Context: an optimization exercise on an open-source flow, tuned for small area, a short achievable clock period and few clock cycles. The choices shown serve that exercise and are no tape-out recipe.
Where RTL was checked, it was by simulation tests only, not by an equivalence proof against the original.
Function not checked in run 1: the RTL went through the layout flow alone.
Power and IR drop assume default switching activity.

==> flow/design.v (outline; a module is shown in full before it is edited, if it fits) <==
// module Mult: 2391 lines
// module fullyconnect_4: 896 lines
module fullyconnect_4(
	input logic 				  Clk, Reset, start,
	input logic signed [31:0] curdata,
	input logic signed [31:0] curweight,
	input logic signed [31:0] curbias,
	output logic 		 [13:0] data_addr,
	output logic 		 [13:0] weight_addr,
	output logic 		 [9:0]  bias_addr,
	output logic 		 [13:0] temp_addr,
	output logic signed[31:0] temp_data,
	output logic     			  temp_wren,
	output logic 				  ready
);
  // ...
==> flow/flow/run.sh <==
#!/bin/bash
# Layout flow: the standard ORFS flow (standard.sh) with these changes:
#  - synthesis runs the standard script with yosys's early generic ABC pass
#    skipped (synth -noabc), so that extract_fa sees the adders as written;
#  - timing repair (floorplan, CTS, global route) aims for SETUP_MARGIN ns of
#    setup slack beyond the design's clock period;
#  - every port still gets a buffer, but a plain buffer cell (PORT_BUF) rather
#    than the delay cell buffer_ports picks by default; repair may upsize it;
#  - clock tree synthesis runs with ORFS's arguments plus CTS_EXTRA.
# Every tool's output stays in ORFS's logs under orfs/logs; make's output is
# in standard.log.
set -euo pipefail
SETUP_MARGIN=7.0
PORT_BUF=sky130_fd_sc_hd__buf_1
CTS_EXTRA="-dont_use_dummy_load -sink_clustering_size 24 -sink_clustering_max_diameter 100"
sed 's/yosys synth -nofsm -noshare /yosys synth -nofsm -noshare -noabc /' synth_recipe.tcl > synth_recipe_noabc.tcl
grep -q -- '-noabc' synth_recipe_noabc.tcl
bash standard.sh SYNTH_SCRIPT=$PWD/synth_recipe_noabc.tcl SETUP_SLACK_MARGIN=$SETUP_MARGIN \
  "BUFFER_PORTS_ARGS=-buffer_cell $PORT_BUF" \
  "CTS_ARGS=-sink_clustering_enable -repair_clock_nets $CTS_EXTRA" \
  finish > standard.log 2>&1
==> flow/standard.sh <==
#!/bin/bash
# synth_recipe.tcl (not shown) runs the flow's synth.tcl, then flattens the netlist and writes it again
# the make line also repeats each setting of config.mk as NAME=value (left out here)
make -C /OpenROAD-flow-scripts/flow DESIGN_CONFIG=/design/flow/config.mk WORK_HOME=/design/flow/orfs CLKGATE_MAP_FILE= SYNTH_SCRIPT=/design/flow/synth_recipe.tcl "${@:-finish}"
==> flow/config.mk <==
export PLATFORM = sky130hd
export DESIGN_NAME = fullyconnect_4
export DESIGN_NICKNAME = fullyconnect_4
export VERILOG_FILES = /design/flow/design.v
export SDC_FILE = /design/flow/constraint.sdc
export NUM_CORES = 4
export LEC_CHECK = 0
export CAP_MARGIN = 20
export CORE_MARGIN = 2
export CORE_UTILIZATION = 40
export PLACE_DENSITY = 0.6
export SLEW_MARGIN = 20
==> flow/constraint.sdc <==
create_clock -name core_clock -period 10.0 [get_ports {Clk}]
set_input_delay 2.0000 -clock core_clock [delete_from_list [all_inputs] [get_ports {Clk}]]
set_output_delay 2.0000 -clock core_clock [all_outputs]
set_load 0.01 [all_outputs]
==> notes.md, run 1 <==
full die area - 83400 µm²
layout cells sized above 1 - 0.123
Hold WC Path Type - flip-flop to flip-flop
# Post-CTS Setup Buffers - 41
Area contributors post-synth - fa_1, dfxtp_1, xor2_1, o22ai_1, ha_1
R2R Path Start - acc_s[0]
share of power burned in registers - 0.263
NonClk Buf Share - 0.0512
grt met1 use - 0.319
critical path's top delay family - compound AO/OA/AOI/OAI gates
Seq group - 3.13 mW
antenna violations before repair - 9
final hold violation count - 0
Finished Cell Area - 35600 µm²
gr busiest metal - met2
area delta synth->final - 9.60%
Post-Route Utilization - 0.442
Max-cap violations - 0
status - no timing/DRC/antenna violations
met3 usage - 0.0646
antenna fix cells - 2
final cell count without fillers - 4033
gpl congestion - 0.843
Fill cells - 7584
largest net degree at the start of global routing - 66
post-CTS sizing - 264
==> module fullyconnect_4, before the edit <==
module fullyconnect_4(
	input logic 				  Clk, Reset, start,
	input logic signed [31:0] curdata,
	input logic signed [31:0] curweight,
	input logic signed [31:0] curbias,
	output logic 		 [13:0] data_addr,
	output logic 		 [13:0] weight_addr,
	output logic 		 [9:0]  bias_addr,
	output logic 		 [13:0] temp_addr,
	output logic signed[31:0] temp_data,
	output logic     			  temp_wren,
	output logic 				  ready
);
	logic        running;    
	logic [5:0]  step;       
	logic [5:0]  neuron;     
	logic [11:0] waddr;      
	logic        go, step_last, layer_last;
	assign data_addr   = {8'd0, step};
	assign weight_addr = {2'd0, waddr};
	assign bias_addr   = {4'd0, neuron};
	assign go = running;
	assign step_last  = (step == 6'd59);
	assign layer_last = step_last & (neuron == 6'd47);
	always_ff @(posedge Clk) begin
		if (Reset) begin
			running <= 1'b0;
			step    <= 6'd0;
			neuron  <= 6'd0;
			waddr   <= 12'd0;
		end else if (go) begin
			if (layer_last) begin
				running <= 1'b0;
				step    <= 6'd0;
				neuron  <= 6'd0;
				waddr   <= 12'd0;
			end else begin
				running <= 1'b1;
				step    <= step_last ? 6'd0 : step + 6'd1;
				neuron  <= neuron + {5'd0, step_last};
				waddr   <= waddr + 12'd1;
			end
		end else if (start) begin
			running <= 1'b1;
		end
	end
	logic v0, f0, l0, e0, v1, f1, l1, e1, wr, rdy, wr2, rdy2;
	always_ff @(posedge Clk) begin
		if (Reset) begin
			v0   <= 1'b0;
			v1   <= 1'b0;
			wr   <= 1'b0;
			rdy  <= 1'b0;
			wr2  <= 1'b0;
			rdy2 <= 1'b0;
		end else begin
			v0   <= go;
			v1   <= v0;
			wr   <= v1 & l1;
			rdy  <= v1 & l1 & e1;
			wr2  <= wr;
			rdy2 <= rdy;
		end
		f0 <= (step == 6'd0);
		l0 <= step_last;
		e0 <= layer_last;
		f1 <= f0;
		l1 <= l0;
		e1 <= e0;
	end
	logic [31:0] dn;
	logic [15:0] e_onen, e_twon, e_neg;
	logic [32:0] wx;
	assign wx = {curweight, 1'b0};
	always_ff @(posedge Clk) begin
		dn <= ~curdata;
		for (int i = 0; i < 16; i++) begin
			e_onen[i] <= ~(wx[2*i+1] ^ wx[2*i]);
			e_twon[i] <= ~((wx[2*i+2] & ~wx[2*i+1] & ~wx[2*i]) | (~wx[2*i+2] & wx[2*i+1] & wx[2*i]));
			e_neg[i]  <= wx[2*i+2] & ~(wx[2*i+1] & wx[2*i]);
		end
	end
	logic [197:0] rows, r1;
	logic [31:0] bias;
	Mult kernel(.dn(dn), .e_onen(e_onen), .e_twon(e_twon), .e_neg(e_neg), .rows(rows));
	always_ff @(posedge Clk) begin
		r1   <= rows;
		bias <= curbias;    
	end
	logic [31:0] acc_s, acc_c, xs, xc;    
	logic        dc, cin;
	assign xs  = f1 ? bias : acc_s;
	assign xc  = f1 ? 32'd0 : acc_c;
	assign cin = dc & ~f1;
	logic s1;
	logic c2;
	logic s3;
	logic c4;
	logic s5;
	logic c6;
	logic s7;
	logic c8;
	logic s9;
	logic c10;
	logic s11;
	logic c12;
	logic s13;
	logic c14;
	logic s15;
	logic c16;
	logic s17;
	logic c18;
	logic s19;
	logic c20;
	logic s21;
	logic c22;
	logic s23;
	logic c24;
	logic s25;
	logic c26;
	logic s27;
	logic c28;
	logic s29;
	logic c30;
	logic s31;
	logic c32;
	logic s33;
	logic c34;
	logic s35;
	logic c36;
	logic s37;
	logic c38;
	logic s39;
	logic c40;
	logic s41;
	logic c42;
	logic s43;
	logic c44;
	logic s45;
	logic c46;
	logic s47;
	logic c48;
	logic s49;
	logic c50;
	logic s51;
	logic c52;
	logic s53;
	logic c54;
	logic s55;
	logic c56;
	logic s57;
	logic c58;
	logic s59;
	logic c60;
	logic s61;
	logic c62;
	logic s63;
	logic c64;
	logic s65;
	logic c66;
	logic s67;
	logic c68;
	logic s69;
	logic c70;
	logic s71;
	logic c72;
	logic s73;
	logic c74;
	logic s75;
	logic c76;
	logic s77;
	logic c78;
	logic s79;
	logic c80;
	logic s81;
	logic c82;
	logic s83;
	logic c84;
	logic s85;
	logic c86;
	logic s87;
	logic c88;
	logic s89;
	logic c90;
	logic s91;
	logic c92;
	logic s93;
	logic c94;
	logic s95;
	logic c96;
	logic s97;
	logic c98;
	logic s99;
	logic c100;
	logic s101;
	logic c102;
	logic s103;
	logic c104;
	logic s105;
	logic c106;
	logic s107;
	logic c108;
	logic s109;
	logic c110;
	logic s111;
	logic c112;
	logic s113;
	logic c114;
	logic s115;
	logic c116;
	logic s117;
	logic c118;
	logic s119;
	logic c120;
	logic s121;
	logic c122;
	logic s123;
	logic c124;
	logic s125;
	logic c126;
	logic s127;
	logic c128;
	logic s129;
	logic c130;
	logic s131;
	logic c132;
	logic s133;
	logic c134;
	logic s135;
	logic c136;
	logic s137;
	logic c138;
	logic s139;
	logic c140;
	logic s141;
	logic c142;
	logic s143;
	logic c144;
	logic s145;
	logic c146;
	logic s147;
	logic c148;
	logic s149;
	logic c150;
	logic s151;
	logic c152;
	logic s153;
	logic c154;
	logic s155;
	logic c156;
	logic s157;
	logic c158;
	logic s159;
	logic c160;
	logic s161;
	logic c162;
	logic s163;
	logic c164;
	logic s165;
	logic c166;
	logic s167;
	logic c168;
	logic s169;
	logic c170;
	logic s171;
	logic c172;
	logic s173;
	logic c174;
	logic s175;
	logic c176;
	logic s177;
	logic c178;
	logic s179;
	logic c180;
	logic s181;
	logic c182;
	logic s183;
	logic c184;
	logic s185;
	logic c186;
	logic s187;
	logic c188;
	logic s189;
	logic c190;
	logic s191;
	logic c192;
	logic s193;
	logic c194;
	logic s195;
	logic c196;
	logic s197;
	logic c198;
	logic s199;
	logic c200;
	logic s201;
	logic c202;
	logic s203;
	logic c204;
	logic s205;
	logic c206;
	logic s207;
	logic c208;
	logic s209;
	logic c210;
	logic s211;
	logic c212;
	logic s213;
	logic c214;
	logic s215;
	logic c216;
	logic s217;
	logic c218;
	logic s219;
	logic c220;
	logic s221;
	logic c222;
	logic s223;
	logic c224;
	logic s225;
	logic c226;
	logic s227;
	logic c228;
	logic s229;
	logic c230;
	logic s231;
	logic c232;
	logic s233;
	logic c234;
	logic s235;
	logic c236;
	logic s237;
	logic c238;
	logic s239;
	logic c240;
	logic s241;
	logic c242;
	logic s243;
	logic c244;
	logic s245;
	logic c246;
	logic s247;
	logic c248;
	logic s249;
	logic c250;
	logic s251;
	logic c252;
	logic s253;
	logic c254;
	logic s255;
	logic c256;
	logic s257;
	logic c258;
	logic s259;
	logic c260;
	logic s261;
	logic c262;
	logic s263;
	logic c264;
	logic s265;
	logic c266;
	logic s267;
	logic c268;
	logic s269;
	logic c270;
	logic s271;
	logic c272;
	logic s273;
	logic c274;
	logic s275;
	logic c276;
	logic s277;
	logic c278;
	logic s279;
	logic c280;
	logic s281;
	logic c282;
	logic s283;
	logic c284;
	logic s285;
	logic c286;
	logic s287;
	logic c288;
	logic s289;
	logic c290;
	logic s291;
	logic c292;
	logic s293;
	logic c294;
	logic s295;
	logic c296;
	logic s297;
	logic c298;
	logic s299;
	logic c300;
	logic s301;
	logic c302;
	logic s303;
	logic c304;
	logic s305;
	logic c306;
	logic s307;
	logic c308;
	logic s309;
	logic c310;
	logic s311;
	logic c312;
	logic s313;
	logic c314;
	logic s315;
	logic c316;
	logic s317;
	logic c318;
	logic s319;
	logic c320;
	logic s321;
	logic c322;
	logic s323;
	logic c324;
	logic s325;
	logic c326;
	logic s327;
	logic c328;
	logic s329;
	logic c330;
	logic s331;
	logic c332;
	logic s333;
	logic c334;
	logic s335;
	logic c336;
	logic s337;
	logic c338;
	logic s339;
	logic c340;
	logic s341;
	logic c342;
	logic s343;
	logic c344;
	logic s345;
	logic c346;
	logic s347;
	logic c348;
	logic s349;
	logic c350;
	logic s351;
	logic c352;
	logic s353;
	logic c354;
	logic s355;
	logic c356;
	logic s357;
	logic c358;
	logic s359;
	logic c360;
	logic s361;
	logic c362;
	logic s363;
	logic c364;
	logic s365;
	logic c366;
	logic s367;
	logic c368;
	logic s369;
	logic c370;
	logic s371;
	logic c372;
	logic s373;
	logic c374;
	logic s375;
	logic c376;
	logic s377;
	logic c378;
	logic s379;
	logic c380;
	logic s381;
	logic c382;
	logic s383;
	logic c384;
	logic s385;
	logic c386;
	logic s387;
	logic c388;
	assign s1 = r1[42] ^ r1[43];
	assign c2 = r1[42] & r1[43];
	assign s3 = r1[47] ^ r1[48];
	assign c4 = r1[47] & r1[48];
	assign s5 = r1[51] ^ r1[52];
	assign c6 = r1[51] & r1[52];
	assign s7 = r1[55] ^ r1[56];
	assign c8 = r1[55] & r1[56];
	assign s9 = r1[59] ^ r1[60];
	assign c10 = r1[59] & r1[60];
	assign s11 = r1[23] ^ r1[24];
	assign c12 = r1[23] & r1[24];
	assign s13 = r1[27] ^ r1[28];
	assign c14 = r1[27] & r1[28];
	assign s15 = r1[30] ^ r1[31];
	assign c16 = r1[30] & r1[31];
	assign s17 = r1[33] ^ r1[34];
	assign c18 = r1[33] & r1[34];
	assign s19 = r1[36] ^ r1[37];
	assign c20 = r1[36] & r1[37];
	assign s21 = r1[39] ^ r1[40];
	assign c22 = r1[39] & r1[40];
	assign s23 = r1[44] ^ r1[45] ^ r1[46];
	assign c24 = (r1[44] & r1[45]) | (r1[44] & r1[46]) | (r1[45] & r1[46]);
	assign s25 = r1[49] ^ r1[50] ^ s3;
	assign c26 = (r1[49] & r1[50]) | (r1[49] & s3) | (r1[50] & s3);
	assign s27 = r1[53] ^ r1[54] ^ s5;
	assign c28 = (r1[53] & r1[54]) | (r1[53] & s5) | (r1[54] & s5);
	assign s29 = r1[57] ^ r1[58] ^ s7;
	assign c30 = (r1[57] & r1[58]) | (r1[57] & s7) | (r1[58] & s7);
	assign s31 = r1[61] ^ r1[62] ^ s9;
	assign c32 = (r1[61] & r1[62]) | (r1[61] & s9) | (r1[62] & s9);
	assign s33 = r1[6] ^ r1[7];
	assign c34 = r1[6] & r1[7];
	assign s35 = r1[9] ^ r1[10];
	assign c36 = r1[9] & r1[10];
	assign s37 = r1[11] ^ r1[12];
	assign c38 = r1[11] & r1[12];
	assign s39 = r1[13] ^ r1[14];
	assign c40 = r1[13] & r1[14];
	assign s41 = r1[15] ^ r1[16];
	assign c42 = r1[15] & r1[16];
	assign s43 = r1[17] ^ r1[18];
	assign c44 = r1[17] & r1[18];
	assign s45 = r1[19] ^ r1[20];
	assign c46 = r1[19] & r1[20];
	assign s47 = r1[21] ^ r1[22];
	assign c48 = r1[21] & r1[22];
	assign s49 = r1[25] ^ r1[26] ^ s11;
	assign c50 = (r1[25] & r1[26]) | (r1[25] & s11) | (r1[26] & s11);
	assign s51 = r1[29] ^ s13 ^ c12;
	assign c52 = (r1[29] & s13) | (r1[29] & c12) | (s13 & c12);
	assign s53 = r1[32] ^ s15 ^ c14;
	assign c54 = (r1[32] & s15) | (r1[32] & c14) | (s15 & c14);
	assign s55 = r1[35] ^ s17 ^ c16;
	assign c56 = (r1[35] & s17) | (r1[35] & c16) | (s17 & c16);
	assign s57 = r1[38] ^ s19 ^ c18;
	assign c58 = (r1[38] & s19) | (r1[38] & c18) | (s19 & c18);
	assign s59 = r1[41] ^ s21 ^ c20;
	assign c60 = (r1[41] & s21) | (r1[41] & c20) | (s21 & c20);
	assign s61 = s1 ^ c22 ^ s23;
	assign c62 = (s1 & c22) | (s1 & s23) | (c22 & s23);
	assign s63 = c2 ^ c24 ^ s25;
	assign c64 = (c2 & c24) | (c2 & s25) | (c24 & s25);
	assign s65 = c4 ^ s27 ^ c26;
	assign c66 = (c4 & s27) | (c4 & c26) | (s27 & c26);
	assign s67 = c6 ^ s29 ^ c28;
	assign c68 = (c6 & s29) | (c6 & c28) | (s29 & c28);
	assign s69 = c8 ^ s31 ^ c30;
	assign c70 = (c8 & s31) | (c8 & c30) | (s31 & c30);
	assign s71 = r1[63] ^ r1[64];
	assign c72 = r1[63] & r1[64];
	assign s73 = r1[65] ^ r1[66] ^ cin;
	assign c74 = (r1[65] & r1[66]) | (r1[65] & cin) | (r1[66] & cin);
	assign s75 = s71 ^ xs[0];
	assign c76 = s71 & xs[0];
	assign s77 = r1[67] ^ r1[68] ^ r1[69];
	assign c78 = (r1[67] & r1[68]) | (r1[67] & r1[69]) | (r1[68] & r1[69]);
	assign s79 = r1[70] ^ xs[1];
	assign c80 = r1[70] & xs[1];
	assign s81 = r1[71] ^ r1[72] ^ r1[73];
	assign c82 = (r1[71] & r1[72]) | (r1[71] & r1[73]) | (r1[72] & r1[73]);
	assign s83 = r1[75] ^ r1[76] ^ r1[77];
	assign c84 = (r1[75] & r1[76]) | (r1[75] & r1[77]) | (r1[76] & r1[77]);
	assign s85 = r1[78] ^ r1[79];
	assign c86 = r1[78] & r1[79];
	assign s87 = r1[81] ^ r1[82] ^ r1[83];
	assign c88 = (r1[81] & r1[82]) | (r1[81] & r1[83]) | (r1[82] & r1[83]);
	assign s89 = r1[84] ^ r1[85];
	assign c90 = r1[84] & r1[85];
	assign s91 = r1[86] ^ r1[87] ^ r1[88];
	assign c92 = (r1[86] & r1[87]) | (r1[86] & r1[88]) | (r1[87] & r1[88]);
	assign s93 = r1[89] ^ r1[90];
	assign c94 = r1[89] & r1[90];
	assign s95 = r1[91] ^ r1[92] ^ r1[93];
	assign c96 = (r1[91] & r1[92]) | (r1[91] & r1[93]) | (r1[92] & r1[93]);
	assign s97 = r1[94] ^ r1[95];
	assign c98 = r1[94] & r1[95];
	assign s99 = r1[96] ^ r1[97] ^ r1[98];
	assign c100 = (r1[96] & r1[97]) | (r1[96] & r1[98]) | (r1[97] & r1[98]);
	assign s101 = r1[99] ^ r1[100];
	assign c102 = r1[99] & r1[100];
	assign s103 = r1[101] ^ r1[102] ^ r1[103];
	assign c104 = (r1[101] & r1[102]) | (r1[101] & r1[103]) | (r1[102] & r1[103]);
	assign s105 = r1[104] ^ r1[105] ^ r1[106];
	assign c106 = (r1[104] & r1[105]) | (r1[104] & r1[106]) | (r1[105] & r1[106]);
	assign s107 = r1[107] ^ r1[108] ^ r1[109];
	assign c108 = (r1[107] & r1[108]) | (r1[107] & r1[109]) | (r1[108] & r1[109]);
	assign s109 = r1[110] ^ r1[111];
	assign c110 = r1[110] & r1[111];
	assign s111 = r1[112] ^ r1[113] ^ r1[114];
	assign c112 = (r1[112] & r1[113]) | (r1[112] & r1[114]) | (r1[113] & r1[114]);
	assign s113 = r1[115] ^ r1[116] ^ r1[117];
	assign c114 = (r1[115] & r1[116]) | (r1[115] & r1[117]) | (r1[116] & r1[117]);
	assign s115 = r1[118] ^ r1[119] ^ r1[120];
	assign c116 = (r1[118] & r1[119]) | (r1[118] & r1[120]) | (r1[119] & r1[120]);
	assign s117 = r1[121] ^ r1[122];
	assign c118 = r1[121] & r1[122];
	assign s119 = r1[123] ^ r1[124] ^ r1[125];
	assign c120 = (r1[123] & r1[124]) | (r1[123] & r1[125]) | (r1[124] & r1[125]);
	assign s121 = r1[126] ^ r1[127] ^ r1[128];
	assign c122 = (r1[126] & r1[127]) | (r1[126] & r1[128]) | (r1[127] & r1[128]);
	assign s123 = r1[129] ^ r1[130] ^ r1[131];
	assign c124 = (r1[129] & r1[130]) | (r1[129] & r1[131]) | (r1[130] & r1[131]);
	assign s125 = r1[132] ^ r1[133];
	assign c126 = r1[132] & r1[133];
	assign s127 = r1[134] ^ r1[135] ^ r1[136];
	assign c128 = (r1[134] & r1[135]) | (r1[134] & r1[136]) | (r1[135] & r1[136]);
	assign s129 = r1[138] ^ r1[139];
	assign c130 = r1[138] & r1[139];
	assign s131 = r1[142] ^ r1[143] ^ r1[144];
	assign c132 = (r1[142] & r1[143]) | (r1[142] & r1[144]) | (r1[143] & r1[144]);
	assign s133 = r1[147] ^ r1[148];
	assign c134 = r1[147] & r1[148];
	assign s135 = r1[151] ^ r1[152] ^ r1[153];
	assign c136 = (r1[151] & r1[152]) | (r1[151] & r1[153]) | (r1[152] & r1[153]);
	assign s137 = r1[156] ^ r1[157];
	assign c138 = r1[156] & r1[157];
	assign s139 = r1[160] ^ r1[161] ^ r1[162];
	assign c140 = (r1[160] & r1[161]) | (r1[160] & r1[162]) | (r1[161] & r1[162]);
	assign s141 = r1[165] ^ r1[166];
	assign c142 = r1[165] & r1[166];
	assign s143 = xc[0] ^ c10 ^ s75;
	assign c144 = (xc[0] & c10) | (xc[0] & s75) | (c10 & s75);
	assign s145 = xc[1] ^ c72 ^ s77;
	assign c146 = (xc[1] & c72) | (xc[1] & s77) | (c72 & s77);
	assign s147 = s79 ^ c76;
	assign c148 = s79 & c76;
	assign s149 = r1[74] ^ xs[2] ^ xc[2];
	assign c150 = (r1[74] & xs[2]) | (r1[74] & xc[2]) | (xs[2] & xc[2]);
	assign s151 = s81 ^ c78 ^ c80;
	assign c152 = (s81 & c78) | (s81 & c80) | (c78 & c80);
	assign s153 = r1[80] ^ s85 ^ xs[3];
	assign c154 = (r1[80] & s85) | (r1[80] & xs[3]) | (s85 & xs[3]);
	assign s155 = xc[3] ^ s83 ^ c82;
	assign c156 = (xc[3] & s83) | (xc[3] & c82) | (s83 & c82);
	assign s157 = s89 ^ xs[4] ^ xc[4];
	assign c158 = (s89 & xs[4]) | (s89 & xc[4]) | (xs[4] & xc[4]);
	assign s159 = c86 ^ s87 ^ c84;
	assign c160 = (c86 & s87) | (c86 & c84) | (s87 & c84);
	assign s161 = s93 ^ xs[5] ^ xc[5];
	assign c162 = (s93 & xs[5]) | (s93 & xc[5]) | (xs[5] & xc[5]);
	assign s163 = c90 ^ s91 ^ c88;
	assign c164 = (c90 & s91) | (c90 & c88) | (s91 & c88);
	assign s165 = s97 ^ xs[6] ^ xc[6];
	assign c166 = (s97 & xs[6]) | (s97 & xc[6]) | (xs[6] & xc[6]);
	assign s167 = c94 ^ s95 ^ c92;
	assign c168 = (c94 & s95) | (c94 & c92) | (s95 & c92);
	assign s169 = s101 ^ xs[7] ^ xc[7];
	assign c170 = (s101 & xs[7]) | (s101 & xc[7]) | (xs[7] & xc[7]);
	assign s171 = c98 ^ s99 ^ c96;
	assign c172 = (c98 & s99) | (c98 & c96) | (s99 & c96);
	assign s173 = xs[8] ^ xc[8] ^ c102;
	assign c174 = (xs[8] & xc[8]) | (xs[8] & c102) | (xc[8] & c102);
	assign s175 = s103 ^ s105 ^ c100;
	assign c176 = (s103 & s105) | (s103 & c100) | (s105 & c100);
	assign s177 = s109 ^ xs[9] ^ xc[9];
	assign c178 = (s109 & xs[9]) | (s109 & xc[9]) | (xs[9] & xc[9]);
	assign s179 = s107 ^ c104 ^ c106;
	assign c180 = (s107 & c104) | (s107 & c106) | (c104 & c106);
	assign s181 = xs[10] ^ xc[10] ^ c110;
	assign c182 = (xs[10] & xc[10]) | (xs[10] & c110) | (xc[10] & c110);
	assign s183 = s111 ^ s113 ^ c108;
	assign c184 = (s111 & s113) | (s111 & c108) | (s113 & c108);
	assign s185 = s117 ^ xs[11] ^ xc[11];
	assign c186 = (s117 & xs[11]) | (s117 & xc[11]) | (xs[11] & xc[11]);
	assign s187 = s115 ^ c112 ^ c114;
	assign c188 = (s115 & c112) | (s115 & c114) | (c112 & c114);
	assign s189 = xs[12] ^ xc[12] ^ c118;
	assign c190 = (xs[12] & xc[12]) | (xs[12] & c118) | (xc[12] & c118);
	assign s191 = s119 ^ s121 ^ c116;
	assign c192 = (s119 & s121) | (s119 & c116) | (s121 & c116);
	assign s193 = s125 ^ xs[13] ^ xc[13];
	assign c194 = (s125 & xs[13]) | (s125 & xc[13]) | (xs[13] & xc[13]);
	assign s195 = s123 ^ c120 ^ c122;
	assign c196 = (s123 & c120) | (s123 & c122) | (c120 & c122);
	assign s197 = r1[137] ^ xs[14] ^ xc[14];
	assign c198 = (r1[137] & xs[14]) | (r1[137] & xc[14]) | (xs[14] & xc[14]);
	assign s199 = c126 ^ s127 ^ c124;
	assign c200 = (c126 & s127) | (c126 & c124) | (s127 & c124);
	assign s201 = r1[140] ^ r1[141] ^ s129;
	assign c202 = (r1[140] & r1[141]) | (r1[140] & s129) | (r1[141] & s129);
	assign s203 = xs[15] ^ xc[15] ^ c128;
	assign c204 = (xs[15] & xc[15]) | (xs[15] & c128) | (xc[15] & c128);
	assign s205 = r1[145] ^ r1[146] ^ xs[16];
	assign c206 = (r1[145] & r1[146]) | (r1[145] & xs[16]) | (r1[146] & xs[16]);
	assign s207 = xc[16] ^ c130 ^ s131;
	assign c208 = (xc[16] & c130) | (xc[16] & s131) | (c130 & s131);
	assign s209 = r1[149] ^ r1[150] ^ s133;
	assign c210 = (r1[149] & r1[150]) | (r1[149] & s133) | (r1[150] & s133);
	assign s211 = xs[17] ^ xc[17] ^ c132;
	assign c212 = (xs[17] & xc[17]) | (xs[17] & c132) | (xc[17] & c132);
	assign s213 = r1[154] ^ r1[155] ^ xs[18];
	assign c214 = (r1[154] & r1[155]) | (r1[154] & xs[18]) | (r1[155] & xs[18]);
	assign s215 = xc[18] ^ c134 ^ s135;
	assign c216 = (xc[18] & c134) | (xc[18] & s135) | (c134 & s135);
	assign s217 = r1[158] ^ r1[159] ^ s137;
	assign c218 = (r1[158] & r1[159]) | (r1[158] & s137) | (r1[159] & s137);
	assign s219 = xs[19] ^ xc[19] ^ c136;
	assign c220 = (xs[19] & xc[19]) | (xs[19] & c136) | (xc[19] & c136);
	assign s221 = r1[163] ^ r1[164] ^ xs[20];
	assign c222 = (r1[163] & r1[164]) | (r1[163] & xs[20]) | (r1[164] & xs[20]);
	assign s223 = xc[20] ^ c138 ^ s139;
	assign c224 = (xc[20] & c138) | (xc[20] & s139) | (c138 & s139);
	assign s225 = r1[167] ^ r1[168] ^ s141;
	assign c226 = (r1[167] & r1[168]) | (r1[167] & s141) | (r1[168] & s141);
	assign s227 = xs[21] ^ xc[21] ^ c140;
	assign c228 = (xs[21] & xc[21]) | (xs[21] & c140) | (xc[21] & c140);
	assign s229 = r1[169] ^ r1[170] ^ r1[171];
	assign c230 = (r1[169] & r1[170]) | (r1[169] & r1[171]) | (r1[170] & r1[171]);
	assign s231 = xs[22] ^ xc[22] ^ c142;
	assign c232 = (xs[22] & xc[22]) | (xs[22] & c142) | (xc[22] & c142);
	assign s233 = r1[172] ^ r1[173] ^ r1[174];
	assign c234 = (r1[172] & r1[173]) | (r1[172] & r1[174]) | (r1[173] & r1[174]);
	assign s235 = xs[23] ^ xc[23];
	assign c236 = xs[23] & xc[23];
	assign s237 = r1[175] ^ r1[176] ^ r1[177];
	assign c238 = (r1[175] & r1[176]) | (r1[175] & r1[177]) | (r1[176] & r1[177]);
	assign s239 = r1[178] ^ xs[24] ^ xc[24];
	assign c240 = (r1[178] & xs[24]) | (r1[178] & xc[24]) | (xs[24] & xc[24]);
	assign s241 = r1[179] ^ r1[180] ^ r1[181];
	assign c242 = (r1[179] & r1[180]) | (r1[179] & r1[181]) | (r1[180] & r1[181]);
	assign s243 = xs[25] ^ xc[25];
	assign c244 = xs[25] & xc[25];
	assign s245 = r1[182] ^ r1[183] ^ r1[184];
	assign c246 = (r1[182] & r1[183]) | (r1[182] & r1[184]) | (r1[183] & r1[184]);
	assign s247 = r1[185] ^ xs[26] ^ xc[26];
	assign c248 = (r1[185] & xs[26]) | (r1[185] & xc[26]) | (xs[26] & xc[26]);
	assign s249 = r1[186] ^ r1[187] ^ r1[188];
	assign c250 = (r1[186] & r1[187]) | (r1[186] & r1[188]) | (r1[187] & r1[188]);
	assign s251 = xs[27] ^ xc[27];
	assign c252 = xs[27] & xc[27];
	assign s253 = r1[189] ^ r1[190] ^ xs[28];
	assign c254 = (r1[189] & r1[190]) | (r1[189] & xs[28]) | (r1[190] & xs[28]);
	assign s255 = r1[191] ^ r1[192];
	assign c256 = r1[191] & r1[192];
	assign s257 = r1[193] ^ r1[194] ^ r1[195];
	assign c258 = (r1[193] & r1[194]) | (r1[193] & r1[195]) | (r1[194] & r1[195]);
	assign s259 = r1[196] ^ r1[197];
	assign c260 = r1[196] & r1[197];
	assign s261 = s73 ^ c32;
	assign c262 = s73 & c32;
	assign s263 = c74 ^ s145 ^ s147;
	assign c264 = (c74 & s145) | (c74 & s147) | (s145 & s147);
	assign s265 = s149 ^ c146 ^ c148;
	assign c266 = (s149 & c146) | (s149 & c148) | (c146 & c148);
	assign s267 = s153 ^ c150 ^ s155;
	assign c268 = (s153 & c150) | (s153 & s155) | (c150 & s155);
	assign s269 = s157 ^ c154 ^ s159;
	assign c270 = (s157 & c154) | (s157 & s159) | (c154 & s159);
	assign s271 = s161 ^ c158 ^ s163;
	assign c272 = (s161 & c158) | (s161 & s163) | (c158 & s163);
	assign s273 = s165 ^ c162 ^ s167;
	assign c274 = (s165 & c162) | (s165 & s167) | (c162 & s167);
	assign s275 = s169 ^ c166 ^ s171;
	assign c276 = (s169 & c166) | (s169 & s171) | (c166 & s171);
	assign s277 = s173 ^ c170 ^ s175;
	assign c278 = (s173 & c170) | (s173 & s175) | (c170 & s175);
	assign s279 = s177 ^ c174 ^ s179;
	assign c280 = (s177 & c174) | (s177 & s179) | (c174 & s179);
	assign s281 = s181 ^ c178 ^ s183;
	assign c282 = (s181 & c178) | (s181 & s183) | (c178 & s183);
	assign s283 = s185 ^ c182 ^ s187;
	assign c284 = (s185 & c182) | (s185 & s187) | (c182 & s187);
	assign s285 = s189 ^ c186 ^ s191;
	assign c286 = (s189 & c186) | (s189 & s191) | (c186 & s191);
	assign s287 = s193 ^ c190 ^ s195;
	assign c288 = (s193 & c190) | (s193 & s195) | (c190 & s195);
	assign s289 = s197 ^ c194 ^ s199;
	assign c290 = (s197 & c194) | (s197 & s199) | (c194 & s199);
	assign s291 = s201 ^ c198 ^ s203;
	assign c292 = (s201 & c198) | (s201 & s203) | (c198 & s203);
	assign s293 = s205 ^ c202 ^ s207;
	assign c294 = (s205 & c202) | (s205 & s207) | (c202 & s207);
	assign s295 = s209 ^ c206 ^ s211;
	assign c296 = (s209 & c206) | (s209 & s211) | (c206 & s211);
	assign s297 = s213 ^ c210 ^ s215;
	assign c298 = (s213 & c210) | (s213 & s215) | (c210 & s215);
	assign s299 = s217 ^ c214 ^ s219;
	assign c300 = (s217 & c214) | (s217 & s219) | (c214 & s219);
	assign s301 = s221 ^ c218 ^ s223;
	assign c302 = (s221 & c218) | (s221 & s223) | (c218 & s223);
	assign s303 = s225 ^ c222 ^ s227;
	assign c304 = (s225 & c222) | (s225 & s227) | (c222 & s227);
	assign s305 = s229 ^ s231 ^ c226;
	assign c306 = (s229 & s231) | (s229 & c226) | (s231 & c226);
	assign s307 = s233 ^ c230 ^ s235;
	assign c308 = (s233 & c230) | (s233 & s235) | (c230 & s235);
	assign s309 = s237 ^ c234 ^ c236;
	assign c310 = (s237 & c234) | (s237 & c236) | (c234 & c236);
	assign s311 = s241 ^ c238 ^ s243;
	assign c312 = (s241 & c238) | (s241 & s243) | (c238 & s243);
	assign s313 = s245 ^ c242 ^ c244;
	assign c314 = (s245 & c242) | (s245 & c244) | (c242 & c244);
	assign s315 = s249 ^ c246 ^ s251;
	assign c316 = (s249 & c246) | (s249 & s251) | (c246 & s251);
	assign s317 = xc[28] ^ c250 ^ c252;
	assign c318 = (xc[28] & c250) | (xc[28] & c252) | (c250 & c252);
	assign s319 = s255 ^ xs[29] ^ xc[29];
	assign c320 = (s255 & xs[29]) | (s255 & xc[29]) | (xs[29] & xc[29]);
	assign s321 = xs[30] ^ xc[30] ^ c256;
	assign c322 = (xs[30] & xc[30]) | (xs[30] & c256) | (xc[30] & c256);
	assign s323 = s259 ^ xs[31] ^ xc[31];
	assign c324 = (s259 & xs[31]) | (s259 & xc[31]) | (xs[31] & xc[31]);
	assign s325 = s261 ^ s143;
	assign c326 = s261 & s143;
	assign s327 = c144 ^ c262 ^ s263;
	assign c328 = (c144 & c262) | (c144 & s263) | (c262 & s263);
	assign s329 = s151 ^ s265 ^ c264;
	assign c330 = (s151 & s265) | (s151 & c264) | (s265 & c264);
	assign s331 = c152 ^ s267 ^ c266;
	assign c332 = (c152 & s267) | (c152 & c266) | (s267 & c266);
	assign s333 = c156 ^ s269 ^ c268;
	assign c334 = (c156 & s269) | (c156 & c268) | (s269 & c268);
	assign s335 = c160 ^ s271 ^ c270;
	assign c336 = (c160 & s271) | (c160 & c270) | (s271 & c270);
	assign s337 = c164 ^ s273 ^ c272;
	assign c338 = (c164 & s273) | (c164 & c272) | (s273 & c272);
	assign s339 = c168 ^ s275 ^ c274;
	assign c340 = (c168 & s275) | (c168 & c274) | (s275 & c274);
	assign s341 = c172 ^ s277 ^ c276;
	assign c342 = (c172 & s277) | (c172 & c276) | (s277 & c276);
	assign s343 = c176 ^ s279 ^ c278;
	assign c344 = (c176 & s279) | (c176 & c278) | (s279 & c278);
	assign s345 = c180 ^ s281 ^ c280;
	assign c346 = (c180 & s281) | (c180 & c280) | (s281 & c280);
	assign s347 = c184 ^ s283 ^ c282;
	assign c348 = (c184 & s283) | (c184 & c282) | (s283 & c282);
	assign s349 = c188 ^ s285 ^ c284;
	assign c350 = (c188 & s285) | (c188 & c284) | (s285 & c284);
	assign s351 = c192 ^ s287 ^ c286;
	assign c352 = (c192 & s287) | (c192 & c286) | (s287 & c286);
	assign s353 = c196 ^ s289 ^ c288;
	assign c354 = (c196 & s289) | (c196 & c288) | (s289 & c288);
	assign s355 = c200 ^ s291 ^ c290;
	assign c356 = (c200 & s291) | (c200 & c290) | (s291 & c290);
	assign s357 = c204 ^ s293 ^ c292;
	assign c358 = (c204 & s293) | (c204 & c292) | (s293 & c292);
	assign s359 = c208 ^ s295 ^ c294;
	assign c360 = (c208 & s295) | (c208 & c294) | (s295 & c294);
	assign s361 = c212 ^ s297 ^ c296;
	assign c362 = (c212 & s297) | (c212 & c296) | (s297 & c296);
	assign s363 = c216 ^ s299 ^ c298;
	assign c364 = (c216 & s299) | (c216 & c298) | (s299 & c298);
	assign s365 = c220 ^ s301 ^ c300;
	assign c366 = (c220 & s301) | (c220 & c300) | (s301 & c300);
	assign s367 = c224 ^ s303 ^ c302;
	assign c368 = (c224 & s303) | (c224 & c302) | (s303 & c302);
	assign s369 = c228 ^ s305 ^ c304;
	assign c370 = (c228 & s305) | (c228 & c304) | (s305 & c304);
	assign s371 = c232 ^ s307 ^ c306;
	assign c372 = (c232 & s307) | (c232 & c306) | (s307 & c306);
	assign s373 = s239 ^ s309 ^ c308;
	assign c374 = (s239 & s309) | (s239 & c308) | (s309 & c308);
	assign s375 = c240 ^ s311 ^ c310;
	assign c376 = (c240 & s311) | (c240 & c310) | (s311 & c310);
	assign s377 = s247 ^ s313 ^ c312;
	assign c378 = (s247 & s313) | (s247 & c312) | (s313 & c312);
	assign s379 = c248 ^ s315 ^ c314;
	assign c380 = (c248 & s315) | (c248 & c314) | (s315 & c314);
	assign s381 = s253 ^ s317 ^ c316;
	assign c382 = (s253 & s317) | (s253 & c316) | (s317 & c316);
	assign s383 = s319 ^ c254 ^ c318;
	assign c384 = (s319 & c254) | (s319 & c318) | (c254 & c318);
	assign s385 = s257 ^ s321 ^ c320;
	assign c386 = (s257 & s321) | (s257 & c320) | (s321 & c320);
	assign s387 = c258 ^ s323 ^ c322;
	assign c388 = (c258 & s323) | (c258 & c322) | (s323 & c322);
	logic [23:0] la, lb;
	logic [24:0] lsum;
	logic [31:0] ha, hb;
	assign la = {s69, s67, s65, s63, s61, s59, s57, s55, s53, s51, s49, s47, s45, s43, s41, s39, s37, s35, s33, r1[5], r1[4], r1[3], r1[2], r1[0]};
	assign lb = {c68, c66, c64, c62, c60, c58, c56, c54, c52, c50, c48, c46, c44, c42, c40, c38, c36, c34, r1[8], 1'b0, 1'b0, 1'b0, 1'b0, r1[1]};
	assign ha = {s387, s385, s383, s381, s379, s377, s375, s373, s371, s369, s367, s365, s363, s361, s359, s357, s355, s353, s351, s349, s347, s345, s343, s341, s339, s337, s335, s333, s331, s329, s327, s325};
	assign hb = {c386, c384, c382, c380, c378, c376, c374, c372, c370, c368, c366, c364, c362, c360, c358, c356, c354, c352, c350, c348, c346, c344, c342, c340, c338, c336, c334, c332, c330, c328, c326, c70};
	assign lsum = {1'b0, la} + {1'b0, lb};
	logic [31:0] tdata, res;
	logic [5:0]  oaddr;
	assign res = acc_s + acc_c + {31'd0, dc};
	always_ff @(posedge Clk) begin
		acc_s <= ha;
		acc_c <= hb;
		dc  <= lsum[24];
		tdata <= res[31] ? 32'd0 : res;
		if (Reset)
			oaddr <= 6'd0;
		else if (wr2)
			oaddr <= rdy2 ? 6'd0 : oaddr + 6'd1;
	end
	assign temp_wren = wr2;
	assign ready     = rdy2;
	assign temp_addr = {8'd0, oaddr};
	assign temp_data = tdata;
endmodule
==> run 2, diff against run 1 <==
--- a/flow/design.v
+++ b/flow/design.v
@@ -3268,8 +3268,10 @@
 	assign hb = {c386, c384, c382, c380, c378, c376, c374, c372, c370, c368, c366, c364, c362, c360, c358, c356, c354, c352, c350, c348, c346, c344, c342, c340, c338, c336, c334, c332, c330, c328, c326, c70};
 	assign lsum = {1'b0, la} + {1'b0, lb};
 	logic [31:0] tdata, res;
+	logic [32:0] rsum;
 	logic [5:0]  oaddr;
-	assign res = acc_s + acc_c + {31'd0, dc};
+	assign rsum = {acc_s, 1'b1} + {acc_c, dc};
+	assign res  = rsum[32:1];
 	always_ff @(posedge Clk) begin
 		acc_s <= ha;
 		acc_c <= hb;
--- a/flow/flow/run.sh
+++ b/flow/flow/run.sh
@@ -10,7 +10,7 @@
 # Every tool's output stays in ORFS's logs under orfs/logs; make's output is
 # in standard.log.
 set -euo pipefail
-SETUP_MARGIN=7.0
+SETUP_MARGIN=7.1
 PORT_BUF=sky130_fd_sc_hd__buf_1
 CTS_EXTRA="-dont_use_dummy_load -sink_clustering_size 24 -sink_clustering_max_diameter 100"
 sed 's/yosys synth -nofsm -noshare /yosys synth -nofsm -noshare -noabc /' synth_recipe.tcl > synth_recipe_noabc.tcl
==> run 2 against run 1 <==
Effect of this change:
- setup slack gained 0.040 ns
- maximum frequency grew 1.3%
- via count grew 1.8%
- synthesized cell count grew 1.2%
- first-iteration DRC count grew 7.2%
- routed wire length grew 4.8%
- design area grew 0.57%
- flip-flop and latch count is the same
==> notes.md, run 2 <==
status - no timing/DRC/antenna violations
vias in the first global route - 24600
Worst Reg2Reg Path Length in Cells - 6
Worst EP required - 8.00 ns
Vias/cell - 5.71
Fill cells - 7608 (+0.32%)
Final Cycle Share - 0.308
Leak - 15.1 nW
Max-cap violations - 0 (unchanged)
max FFs per register - 198
critical path's slowest cell - dfxtp_4
worst stage delay on the critical path - 0.37 ns
worst hold slack - 0.331 ns
hold_sp - f0
RR Endpoint - r1[18]
HPWL Detailed - 63800 µm
CTS tree - done
TritonCTS buffer count - 26
cells after synthesis - 3019
final WL - 99600 µm
Worst-Margin Slew - 0.768 ns
Top FF cell, synth - dfxtp_1
Async SR Flop Fraction - 0
DR iter-0 viols - 2383
Cell Area, Synth - 32800 µm²
total power - 11.6 mW
ANT nets after route - 0
grt ovf - 0
final worst path period need - 3.08 ns
Biggest register - r1
Clock Sinks - 449
first-pass GRT wire length - 153000 µm
DRC - 0
Wirelength per Cell - 24.4 µm
gpl congestion - 0.864 (+2.4%)
Yosys cell types - 66
setup violators final - 0
final hold violation count - 0 (unchanged)
GR Util All Layers - 0.232
synth cell count leaders - xor2_1, o22ai_1, fa_1
antenna violations before repair - 3 (-6)
most common cell after layout, fill and taps aside - xor2_1
max-slew violation count - 0
Hold EP - f1
post-synthesis register bit count - 449
clk_skew - 0.0679 ns
Finished Cell Area - 35800 µm² (+0.57%)
drt pass-1 iters - 5
I/O pins - 185
most frequent cells in the layout - xor2_1, o22ai_1, fa_1, dfxtp_1, ha_1
Final TNS setup - 0 ns
mean post-synth cell area - 10.8 µm²
sequential area share after synthesis - 0.274
die height - 290 µm
CP bufs+invs - 1
crit-path cells - buf_6
R2R Path Start - dn[8]
PortBufs - 161
type of the worst setup path - flip-flop to output pin
full die area - 84200 µm² (+0.89%)
Hold WC Path Type - flip-flop to flip-flop
top-count cell post-synth - xor2_1
Die Wd - 290 µm
Root Buffer - clkbuf_16
Ys Warns - 1
antenna fix cells - 0 (-2)
site row count - 104
largest net degree at the start of global routing - 66 (unchanged)
Min-Delay Path Depth - 0
clock latency (worst-skew pair) - 0.60 ns
critical path's top delay family - flip-flops
Area contributors post-synth - fa_1, dfxtp_1, xor2_1, o22ai_1, ha_1
CTS H-tree depth - 1
Worst Path Max Fanout - 4
post-synth top area share - 0.291
flop2flop setup slack - 7.14 ns
FMAX - 0.325 GHz
pre-CTS WS - 6.68 ns
WP data arrival - 1.08 ns
clk buf depth - 3
Post-synth EDFFs - 0
critical path startpoint category - flip-flop
Placed Area - 34000 µm²
leading area contributor after synthesis - fa_1
core area - 80800 µm²
RSZ-0062 raised after global routing - yes
VDD IR max - 0.236 mV
pwr/cell area - 325 nW/µm²
minimum setup slack in the final design - 6.92 ns
Crit. End Element - output pin
layout cells sized above 1 - 0.114 (-0.00892)
area delta synth->final - 9.23%
Initial Util - 0.405
nets@finish - 3732
headroom to the max-slew limit - 0.486
Via Count - 23300
clock transition at the registers of the reported paths - 0.09 ns
## run 2: cell types whose count changed after synthesis, sizes merged, moves of 8 or more
cell / change
xor2: -8
buf: +20
nor3: +9
a21o: +9
nand2: +19
xnor2: +9
clkbuf: -16
## run 2: through the flow
| stage | utilization | cells |
|---|---|---|
| after floorplan | - | 3041 |
| after global placement | 0.421 | 4016 |
| after detailed placement | 0.421 | 4016 |
| after CTS | 0.437 | 4067 |
| after global routing | 0.443 | 4088 |
| final | 0.443 | 4088 |
## run 2: area by class of cell
cell class,instances,area [µm²],area share
Multi-Input combinational cell,2171,22200,0.620
Inverter,107,402,0.0112
Sequential cell,449,9180,0.256
Clock buffer,26,651,0.0182
Tap cell,1060,1330,0.0371
Timing Repair Buffer,275,2060,0.0575
## run 2: power breakdown
group          internal, mW  leakage [nW]  switching [mW]
sequential             2.65          3.80           0.418
combinational          3.38          10.9            4.11
clock                 0.461         0.320           0.595
total                  6.50          15.1            5.12
## run 2: timing repair
action / CTS / global route
gates resized for setup: 194 / 63
endpoints found under the setup margin: 267 / 136
buffers inserted: 25 / 21
hold buffers: 0 / 0
## run 2: how the worst max path moves through the flow
stage | start | to | slack [ns] | cells after the start
finish | waddr[4] | weight_addr[4] | 6.92 | 1
global placement | e_onen[3] | r1[137] | 6.53 | 6
global route | oaddr[4] | temp_addr[4] | 6.88 | 1
detailed placement | e_twon[5] | r1[70] | 6.68 | 6
floorplan | f1 | acc_s[11] | 7.10 | 6
CTS | neuron[2] | bias_addr[2] | 6.88 | 1
## run 2: kinds of logic after synthesis
logic type | after synthesis | synth area share
flip-flops | 449 | 0.274
XOR/XNOR | 568 | 0.152
AND/OR/NAND/NOR | 300 | 0.0455
buffers and inverters | 421 | 0.0522
other | 1 | 0.000114
adder cells (fa/ha/maj) | 603 | 0.339
multiplexers | 34 | 0.0116
AO/OA/AOI/OAI | 643 | 0.125
## run 2: routing by layer
layer	GRT usage	share of wire	wire, µm
met1	0.326	0.43	42500
met2	0.344	0.42	41900
met3	0.0650	0.11	11300
met4	0.0799	0.038	3800
met5	0	0.00027	27
Testbench counts of run 2, summed over its fixed seeds: cycles 69,240.
==> run 3, diff against run 2 <==
--- a/flow/flow/run.sh
+++ b/flow/flow/run.sh
@@ -10,7 +10,7 @@
 # Every tool's output stays in ORFS's logs under orfs/logs; make's output is
 # in standard.log.
 set -euo pipefail
-SETUP_MARGIN=7.1
+SETUP_MARGIN=7.0
 PORT_BUF=sky130_fd_sc_hd__buf_1
 CTS_EXTRA="-dont_use_dummy_load -sink_clustering_size 24 -sink_clustering_max_diameter 100"
 sed 's/yosys synth -nofsm -noshare /yosys synth -nofsm -noshare -noabc /' synth_recipe.tcl > synth_recipe_noabc.tcl
==> run 3 against run 2 <==
Effect of this change:
- total power is 0.87% lower
- maximum frequency hardly changed
- largest cell class unchanged
- sequential power hardly changed
- synthesized cell count stayed put
- clock power hardly changed
- critical path depth stayed put
- design area is 1.1% lower
- register-to-register slack worse by 0.08 ns
- largest power group unchanged
==> notes.md, run 3 <==
Crit. End Element - output pin
CTS H-tree depth - 1 (unchanged)
synth cell count leaders - xor2_1, o22ai_1, fa_1
R2R Path Start - dn[18]
leading area contributor after synthesis - fa_1
grt ovf - 0 (unchanged)
Worst-Margin Slew - 0.833 ns (+0.0648 ns)
clk_skew - 0.0511 ns (-0.0168 ns)
top-count cell post-synth - xor2_1
Leak - 14.9 nW (-1.2%)
Via Count - 23300 (-0.094%)
headroom to the max-slew limit - 0.445 (-0.0414)
Vias/cell - 5.73 (+0.35%)
TritonCTS buffer count - 25 (-3.8%)
ANT nets after route - 0 (unchanged)
clock latency (worst-skew pair) - 0.59 ns (about the same)
Async SR Flop Fraction - 0 (unchanged)
Cell Area, Synth - 32800 µm² (unchanged)
clk buf depth - 3 (unchanged)
DRC - 0 (unchanged)
Hold EP - l1
largest net degree at the start of global routing - 66 (unchanged)
site row count - 104 (unchanged)
Min-Delay Path Depth - 0 (unchanged)
drt pass-1 iters - 6 (+1)
critical path's top delay family - flip-flops
status - no timing/DRC/antenna violations
Reg area - 9170 µm² (-0.11%)
Fill cells - 7611 (+0.039%)
core area - 80800 µm² (unchanged)
area delta synth->final - 8.08%
post-synthesis register bit count - 449 (unchanged)
Final Cycle Share - 0.307 (about the same)
HPWL Detailed - 63000 µm (-1.1%)
I/O pins - 185 (unchanged)
Yosys cell types - 66 (unchanged)
pwr/cell area - 325 nW/µm² (+0.19%)
Final TNS setup - 0 ns (unchanged)
most common cell after layout, fill and taps aside - xor2_1
die height - 290 µm (unchanged)
VDD IR max - 0.222 mV (-6.2%)
WP data arrival - 1.07 ns (about the same)
crit-path cells - buf_6
Root Buffer - clkbuf_16
RSZ-0062 raised after global routing - yes
sequential area share after synthesis - 0.274 (unchanged)
Area contributors post-synth - fa_1, dfxtp_1, xor2_1, o22ai_1, ha_1
worst stage delay on the critical path - 0.37 ns (about the same)
FMAX - 0.325 GHz (about the same)
Max-cap violations - 0 (unchanged)
critical path's slowest cell - dfxtp_4
Clock Sinks - 449 (unchanged)
flop2flop setup slack - 7.06 ns (-0.08 ns)
CP bufs+invs - 1 (unchanged)
Post-synth EDFFs - 0 (unchanged)
setup violators final - 0 (unchanged)
pre-CTS WS - 6.74 ns (+0.0566 ns)
post-synth top area share - 0.291 (unchanged)
first-pass GRT wire length - 151000 µm (-1.5%)
Die Wd - 290 µm (unchanged)
GR Util All Layers - 0.228 (-0.00422)
hold_sp - l0
PortBufs - 161 (unchanged)
critical path startpoint category - flip-flop
Biggest register - r1
clock transition at the registers of the reported paths - 0.09 ns (about the same)
DR iter-0 viols - 2258 (-5.2%)
Top FF cell, synth - dfxtp_1
minimum setup slack in the final design - 6.93 ns (+0.00269 ns)
final worst path period need - 3.07 ns (-0.00269 ns)
Worst Reg2Reg Path Length in Cells - 6 (unchanged)
full die area - 84200 µm² (unchanged)
mean post-synth cell area - 10.8 µm² (unchanged)
cells after synthesis - 3019 (unchanged)
Wirelength per Cell - 24.0 µm (-1.5%)
Worst EP required - 8.00 ns (about the same)
Worst Path Max Fanout - 4 (unchanged)
vias in the first global route - 24400 (-0.62%)
Hold WC Path Type - flip-flop to flip-flop
Ys Warns - 1 (unchanged)
max FFs per register - 198 (unchanged)
CTS tree - done
worst hold slack - 0.334 ns (+0.00322 ns)
Initial Util - 0.405 (unchanged)
layout cells sized above 1 - 0.108 (-0.00626)
gpl congestion - 0.889 (+3.0%)
final hold violation count - 0 (unchanged)
nets@finish - 3713 (-0.51%)
antenna violations before repair - 7 (+4)
most frequent cells in the layout - xor2_1, o22ai_1, fa_1, dfxtp_1, ha_1
type of the worst setup path - flip-flop to output pin
RR Endpoint - r1[174]
max-slew violation count - 0 (unchanged)
area of the multi-input gates - 22200 µm² (about the same)
final WL - 97600 µm (-2.0%)
[run 3: cell types whose count changed in the layout (fill, tap and decap cells not counted)]
cell and delta:
dfxtp_4 -4, buf_12 -4, nor3_1 +1, buf_6 -32, buf_4 +22, a211oi_1 +1
o21ai_1 -1, dfxtp_2 +4, o21ai_0 +1, a211oi_2 -1, nor3_2 -1, diode_2 +1
buf_8 -4, clkbuf_16 -1
[run 3: stage by stage]
step	util	power, mW	area [µm²]	cells
after CTS	0.436	11.6	35200	4065
after detailed placement	0.421	10.5	34000	4014
after global placement	0.421	10.3	34000	4013
after floorplan	-	8.26	32800	3041
final	0.438	11.5	35400	4070
after global routing	0.438	12.8	35400	4069
[run 3: how the worst max path moves through the flow]
stage / endpoint / start / slack, ns / depth (start not counted)
floorplan: r1[137] / e_neg[14] / 7.00 / 6
global placement: r1[106] / e_twon[3] / 6.48 / 5
detailed placement: r1[174] / dn[18] / 6.74 / 6
CTS: temp_data[1] / tdata[1] / 6.90 / 1
global route: temp_data[1] / tdata[1] / 6.90 / 1
finish: bias_addr[0] / neuron[0] / 6.93 / 1
[run 3: what timing repair did]
action,CTS,global route
buffers inserted,26,4
hold endpoints to repair,0,0
hold buffers,0,0
setup endpoints to repair,173,108
resized for setup,167,36
[run 3: layer usage]
layer	wire, µm	share of wire	GRT usage	vias to the layer above
met5	103	0.0011	0	-
met4	3620	0.037	0.0775	13
met2	41300	0.42	0.339	1487
met1	41600	0.43	0.318	11500
li1	-	-	-	10100
met3	10900	0.11	0.0665	285
[run 3: cell families (layout without fill, tap and decap cells)]
family	after synthesis	count (layout)	synth area share
DFF	449	449	0.274
AOI/OAI and AO/OA	643	643	0.125
buffers and inverters	421	389	0.0522
other	1	24	0.000114
muxes	34	34	0.0116
adders and majority gates	603	603	0.339
and+or+nand+nor	300	300	0.0455
xor gates and xnor gates	568	568	0.152
[run 3: layout make-up]
class | count | area share
multi-input combinational | 2171 | 0.626
sequential | 449 | 0.259
timing repair buffer | 257 | 0.0486
tap | 1060 | 0.0375
clock buffer | 25 | 0.0177
inverter | 107 | 0.0113
antenna | 1 | 0.0000707
[run 3: report_power, final]
part | leakage, nW | total, mW | internal, mW | switching, mW
logic | 10.8 | 7.41 | 3.34 | 4.07
registers | 3.80 | 3.07 | 2.65 | 0.422
clock network | 0.308 | 1.04 | 0.444 | 0.595
==> run 4, diff against run 3 <==
--- a/flow/flow/run.sh
+++ b/flow/flow/run.sh
@@ -12,7 +12,7 @@
 set -euo pipefail
 SETUP_MARGIN=7.0
 PORT_BUF=sky130_fd_sc_hd__buf_1
-CTS_EXTRA="-dont_use_dummy_load -sink_clustering_size 24 -sink_clustering_max_diameter 100"
+CTS_EXTRA="-dont_use_dummy_load -sink_clustering_size 32 -sink_clustering_max_diameter 80"
 sed 's/yosys synth -nofsm -noshare /yosys synth -nofsm -noshare -noabc /' synth_recipe.tcl > synth_recipe_noabc.tcl
 grep -q -- '-noabc' synth_recipe_noabc.tcl
 bash standard.sh SYNTH_SCRIPT=$PWD/synth_recipe_noabc.tcl SETUP_SLACK_MARGIN=$SETUP_MARGIN \
==> run 4 against run 3 <==
Effect of this change:
- total power increased by 1.0%
- die area unchanged
- sequential share of layout area decreased by 0.12 points
- sequential power about the same
- clock power increased by 12%
- clock-buffer cell count increased by 6
- design area increased by 0.43%
- cell count increased by 0.15%
- register-to-register slack got worse by 0.02 ns
- largest cell class unchanged
==> notes.md, run 4 <==
most common cell after layout, fill and taps aside - xor2_1
RR Endpoint - r1[174]
critical path's slowest cell - dfxtp_4
hold_sp - l0
setup violators final - 0 (unchanged)
R2R Path Start - dn[20]
CP Depth - 1 (unchanged)
HPWL Detailed - 63000 µm (unchanged)
first-pass GRT wire length - 151000 µm (+0.29%)
Post-synth EDFFs - 0 (unchanged)
critical path startpoint category - flip-flop
mean post-synth cell area - 10.8 µm² (unchanged)
antenna violations before repair - 7 (unchanged)
final worst path period need - 3.11 ns (+0.0406 ns)
nets@finish - 3719 (+0.16%)
DR iter-0 viols - 2268 (+0.44%)
leading area contributor after synthesis - fa_1
hold_buf cts - 0 (unchanged)
Yosys cell types - 66 (unchanged)
Die Wd - 290 µm (unchanged)
area delta synth->final - 8.54%
Initial Util - 0.405 (unchanged)
final cell count without fillers - 4076 (+0.15%)
Worst-Margin Slew - 0.804 ns (-0.0291 ns)
largest net degree at the start of global routing - 66 (unchanged)
TritonCTS buffer count - 31 (+24%)
top-count cell post-synth - xor2_1
Async SR Flop Fraction - 0 (unchanged)
clock transition at the registers of the reported paths - 0.10 ns (about the same)
Root Buffer - clkbuf_16
ANT nets after route - 0 (unchanged)
post-synthesis register bit count - 449 (unchanged)
DRC - 0 (unchanged)
post-synth top area share - 0.291 (unchanged)
PortBufs - 161 (unchanged)
final WL - 97800 µm (+0.15%)
clock latency (worst-skew pair) - 0.64 ns (+0.05 ns)
RSZ-0062 raised after global routing - yes
Max-cap violations - 0 (unchanged)
Worst Setup SP - waddr[4]
Crit. End Element - output pin
flop2flop setup slack - 7.04 ns (-0.02 ns)
Worst EP required - 8.00 ns (about the same)
Area contributors post-synth - fa_1, dfxtp_1, xor2_1, o22ai_1, ha_1
I/O pins - 185 (unchanged)
Wirelength per Cell - 24.0 µm (about the same)
Cell Area, Synth - 32800 µm² (unchanged)
Worst Reg2Reg Path Length in Cells - 6 (unchanged)
worst stage delay on the critical path - 0.37 ns (about the same)
grt ovf - 0 (unchanged)
headroom to the max-slew limit - 0.464 (+0.0194)
type of the worst setup path - flip-flop to output pin
full die area - 84200 µm² (unchanged)
vias in the first global route - 24500 (+0.38%)
max-slew violation count - 0 (unchanged)
layout cells sized above 1 - 0.109 (+0.00178)
Via Count - 23300 (+0.0086%)
drt pass-1 iters - 5 (-1)
Final TNS setup - 0 ns (unchanged)
Hold WC Path Type - flip-flop to flip-flop
most frequent cells in the layout - xor2_1, o22ai_1, fa_1, dfxtp_1, ha_1
clk_skew - 0.0635 ns (+0.0124 ns)
Leak - 15.0 nW (+0.50%)
critical path's top delay family - flip-flops
status - no timing/DRC/antenna violations
clk buf depth - 3 (unchanged)
Worst Path Max Fanout - 4 (unchanged)
crit-path cells - buf_6
placed insts - 4014 (unchanged)
Final Cycle Share - 0.311 (+0.00406)
Clock Sinks - 449 (unchanged)
gpl congestion - 0.889 (unchanged)
synth cell count leaders - xor2_1, o22ai_1, fa_1
core area - 80800 µm² (unchanged)
critical path endpoint - weight_addr[4]
Biggest register - r1
pwr/cell area - 327 nW/µm² (+0.61%)
Ys Warns - 1 (unchanged)
worst hold slack - 0.333 ns (-0.00180 ns)
Top FF cell, synth - dfxtp_1
GR Util All Layers - 0.229 (+0.000720)
Vias/cell - 5.72 (-0.14%)
CP bufs+invs - 1 (unchanged)
site row count - 104 (unchanged)
CTS tree - done
max FFs per register - 198 (unchanged)
WP data arrival - 1.11 ns (+0.04 ns)
cells after synthesis - 3019 (unchanged)
sequential area share after synthesis - 0.274 (unchanged)
VDD IR max - 0.185 mV (-17%)
Fill cells - 7586 (-0.33%)
FMAX - 0.321 GHz (-1.3%)
CTS H-tree depth - 1 (unchanged)
die height - 290 µm (unchanged)
final hold violation count - 0 (unchanged)
[run 4: where the power goes]
group | total, mW | internal, mW | switching [mW]
Sequential | 3.08 | 2.65 | 0.423
Combinational | 7.40 | 3.34 | 4.06
Clock | 1.16 | 0.544 | 0.621
[run 4: routing by layer]
layer  wire (µm)  GRT usage
met1       41200      0.318
met2       41700      0.339
met3       11200     0.0678
met4        3550     0.0796
met5          69          0
[run 4: timing repair]
action / in CTS / in global routing
setup endpoints to repair: 180 / 109
resized for setup: 166 / 37
setup buffers: 26 / 4
[run 4: final cells by class]
class / instances / area [µm²] / area share
Antenna cell: 1 / 2.50 / 0.0000704
Timing Repair Buffer: 257 / 1730 / 0.0485
Inverter: 107 / 402 / 0.0113
Sequential cell: 449 / 9160 / 0.258
Multi-Input combinational cell: 2171 / 22200 / 0.623
Tap cell: 1060 / 1330 / 0.0373
Clock buffer: 31 / 776 / 0.0218
[run 4: worst min-delay path by stage]
stage | to | slack, ns | depth (start not counted)
after floorplan | e1 | 0.31 | 0
after global placement | l1 | 0.31 | 0
after detailed placement | l1 | 0.32 | 0
after CTS | l1 | 0.34 | 0
after global routing | l1 | 0.34 | 0
final | l1 | 0.33 | 0
[run 4: cell families after synthesis]
kind of cell / synth area share
AOI/OAI and AO/OA: 0.125
xor gates and xnor gates: 0.152
adders and majority gates: 0.339
buffers and inverters: 0.0522
DFF: 0.274
muxes: 0.0116
other: 0.000114
and+or+nand+nor: 0.0455
[run 4: per-stage QoR]
stage               power, mW  area (µm²)  setup slack [ns]  utilization
finish                   11.6       35600              6.89        0.440
detailed placement       10.5       34000              6.74        0.421
global route             12.9       35500              6.84        0.440
global placement         10.3       34000              6.48        0.421
floorplan                8.26       32800              7.00            -
CTS                      11.7       35400              6.85        0.438
==> run 5, diff against run 4 <==
--- a/flow/flow/run.sh
+++ b/flow/flow/run.sh
@@ -12,7 +12,7 @@
 set -euo pipefail
 SETUP_MARGIN=7.0
 PORT_BUF=sky130_fd_sc_hd__buf_1
-CTS_EXTRA="-dont_use_dummy_load -sink_clustering_size 32 -sink_clustering_max_diameter 80"
+CTS_EXTRA="-dont_use_dummy_load -sink_clustering_size 24 -sink_clustering_max_diameter 100 -balance_levels"
 sed 's/yosys synth -nofsm -noshare /yosys synth -nofsm -noshare -noabc /' synth_recipe.tcl > synth_recipe_noabc.tcl
 grep -q -- '-noabc' synth_recipe_noabc.tcl
 bash standard.sh SYNTH_SCRIPT=$PWD/synth_recipe_noabc.tcl SETUP_SLACK_MARGIN=$SETUP_MARGIN \
==> run 5 against run 4 <==
Effect of this change:
- synthesized cell count did not move
- critical path type unchanged
- maximum frequency up 1.3%
- sequential share of layout area up 0.12 points
- first-iteration DRC count down 0.44%
- highest routed layer unchanged
- setup slack gained 0.041 ns
- utilization fell by 0.19 points
- die area is the same
- via count about the same
- design area down 0.43%
==> notes.md, run 5 <==
status - no timing/DRC/antenna violations
Vias/cell - 5.73 (+0.14%)
CP bufs+invs - 1 (unchanged)
critical path's slowest cell - dfxtp_4
final WL - 97600 µm (-0.15%)
most frequent cells in the layout - xor2_1, o22ai_1, fa_1, dfxtp_1, ha_1
top-count cell post-synth - xor2_1
Max-cap violations - 0 (unchanged)
sequential area share after synthesis - 0.274 (unchanged)
setup violators final - 0 (unchanged)
site row count - 104 (unchanged)
XOR/XNOR Fraction of Synth Area - 0.152 (unchanged)
WP data arrival - 1.07 ns (-0.04 ns)
full die area - 84200 µm² (unchanged)
Worst Reg2Reg Path Length in Cells - 6 (unchanged)
final hold violation count - 0 (unchanged)
area delta synth->final - 8.08%
max layer used - met5
Area contributors post-synth - fa_1, dfxtp_1, xor2_1, o22ai_1, ha_1
core area - 80800 µm² (unchanged)
Synth Area in Adders - 0.339 (unchanged)
critical path's top delay family - flip-flops
final cell count without fillers - 4070 (-0.15%)
max FFs per register - 198 (unchanged)
Wirelength per Cell - 24.0 µm (about the same)
Clock Sinks - 449 (unchanged)
critical path startpoint category - flip-flop
Post-synth EDFFs - 0 (unchanged)
antenna violations before repair - 7 (unchanged)
pwr/cell area - 325 nW/µm² (-0.61%)
DR iter-0 viols - 2258 (-0.44%)
cells after synthesis - 3019 (unchanged)
PortBufs - 161 (unchanged)
DRC - 0 (unchanged)
clock latency (worst-skew pair) - 0.59 ns (-0.05 ns)
vias in the first global route - 24400 (-0.38%)
crit-path cells - buf_6
Final Cycle Share - 0.307 (-0.00406)
CP Depth - 1 (unchanged)
Worst Path Max Fanout - 4 (unchanged)
die height - 290 µm (unchanged)
Top FF cell, synth - dfxtp_1
Worst EP required - 8.00 ns (about the same)
gpl congestion - 0.889 (unchanged)
clk_skew - 0.0511 ns (-0.0124 ns)
ANT nets after route - 0 (unchanged)
nets@finish - 3713 (-0.16%)
Initial Util - 0.405 (unchanged)
clock transition at the registers of the reported paths - 0.09 ns (about the same)
FMAX - 0.325 GHz (+1.3%)
main combinational cell family by area after synthesis - adder cells
combinational power share - 0.643 (+0.007)
Net Sw Power - 5.08 mW (-0.39%)
met3 WL - 10900 µm (-2.6%)
mux share of post-synthesis cell area - 0.0116 (unchanged)
Cell Area, Synth - 32800 µm² (unchanged)
headroom to the max-slew limit - 0.445 (-0.0194)
Compound-Gate Fraction of Synth Area - 0.125 (unchanged)
Root Buffer - clkbuf_16
clk buf depth - 3 (unchanged)
CTS tree - done
leading area contributor after synthesis - fa_1
Leak - 14.9 nW (-0.50%)
Min-Delay Path Depth - 0 (unchanged)
share of power burned in registers - 0.267 (+0.003)
mean post-synth cell area - 10.8 µm² (unchanged)
max-slew violation count - 0 (unchanged)
Final TNS setup - 0 ns (unchanged)
worst stage delay on the critical path - 0.37 ns (about the same)
first-pass GRT wire length - 151000 µm (-0.29%)
largest net degree at the start of global routing - 66 (unchanged)
## run 5: power groups by stage
stage / Sequential [mW] / Clock (mW) / Combinational, mW
final: 3.07 / 1.04 / 7.41
after global routing: 3.14 / 1.13 / 8.53
after CTS: 3.06 / 1.08 / 7.44
after detailed placement: 3.11 / 0 / 7.37
after global placement: 3.11 / 0 / 7.21
after floorplan: 2.95 / 0 / 5.31
## run 5: worst reg2reg max path, stage by stage, from the launching register on
cell and delay, ns:
dfxtp_4 0.51, buf_4 0.34, o22ai_1 0.18, xor2_1 0.20, fa_1 0.45, fa_1 0.58, fa_1 0.56
## run 5: what timing repair did
item / 4_1_cts / 5_1_grt
gates resized for setup: 167 / 36
pin swaps: 0 / 0
hold endpoints to repair: 0 / 0
hold buffers: 0 / 0
gates cloned: 0 / 0
setup buffers: 26 / 4
endpoints found under the setup margin: 173 / 108
## run 5: routing by layer
layer / global-route usage / up-vias
li1: - / 10100
met1: 0.318 / 11500
met2: 0.339 / 1487
met3: 0.0665 / 285
met4: 0.0775 / 13
met5: 0 / -
## run 5: worst paths after layout
check / startpoint / to / slack, ns
min: l0 / l1 / 0.33
min reg2reg: l0 / l1 / 0.33
max reg2reg: dn[18] / r1[174] / 7.06
max: neuron[0] / bias_addr[0] / 6.93
## run 5: cells by family after synthesis
group,count (synthesis)
adder cells (fa/ha/maj),603
AND/OR/NAND/NOR,300
multiplexers,34
XOR/XNOR,568
AO/OA/AOI/OAI,643
other,1
buffers and inverters,421
flip-flops,449
## run 5: layout make-up
type | count | area [µm²]
sequential | 449 | 9170
inverter | 107 | 402
timing repair buffer | 257 | 1720
tap | 1060 | 1330
multi-input combinational | 2171 | 22200
fill | 7611 | 45400
antenna | 1 | 2.50
clock buffer | 25 | 626
## run 5: per-stage QoR
step,instance area [µm²],hold WS [ns],power [mW],setup WS (ns),utilization
2_1_floorplan,32800,0.310,8.26,7.00,-
3_3_place_gp,34000,0.312,10.3,6.48,0.421
3_5_place_dp,34000,0.316,10.5,6.74,0.421
4_1_cts,35200,0.338,11.6,6.90,0.436
5_1_grt,35400,0.341,12.8,6.90,0.438
6_report,35400,0.334,11.5,6.93,0.438

Check on run 5: ideal ports give 6.927 ns setup slack; a clkbuf_16 on the clock port and buf_2 on the inputs give 6.863 ns; moving port delays by the midpoint clock arrival (0.633 ns) as well gives 6.901 ns.
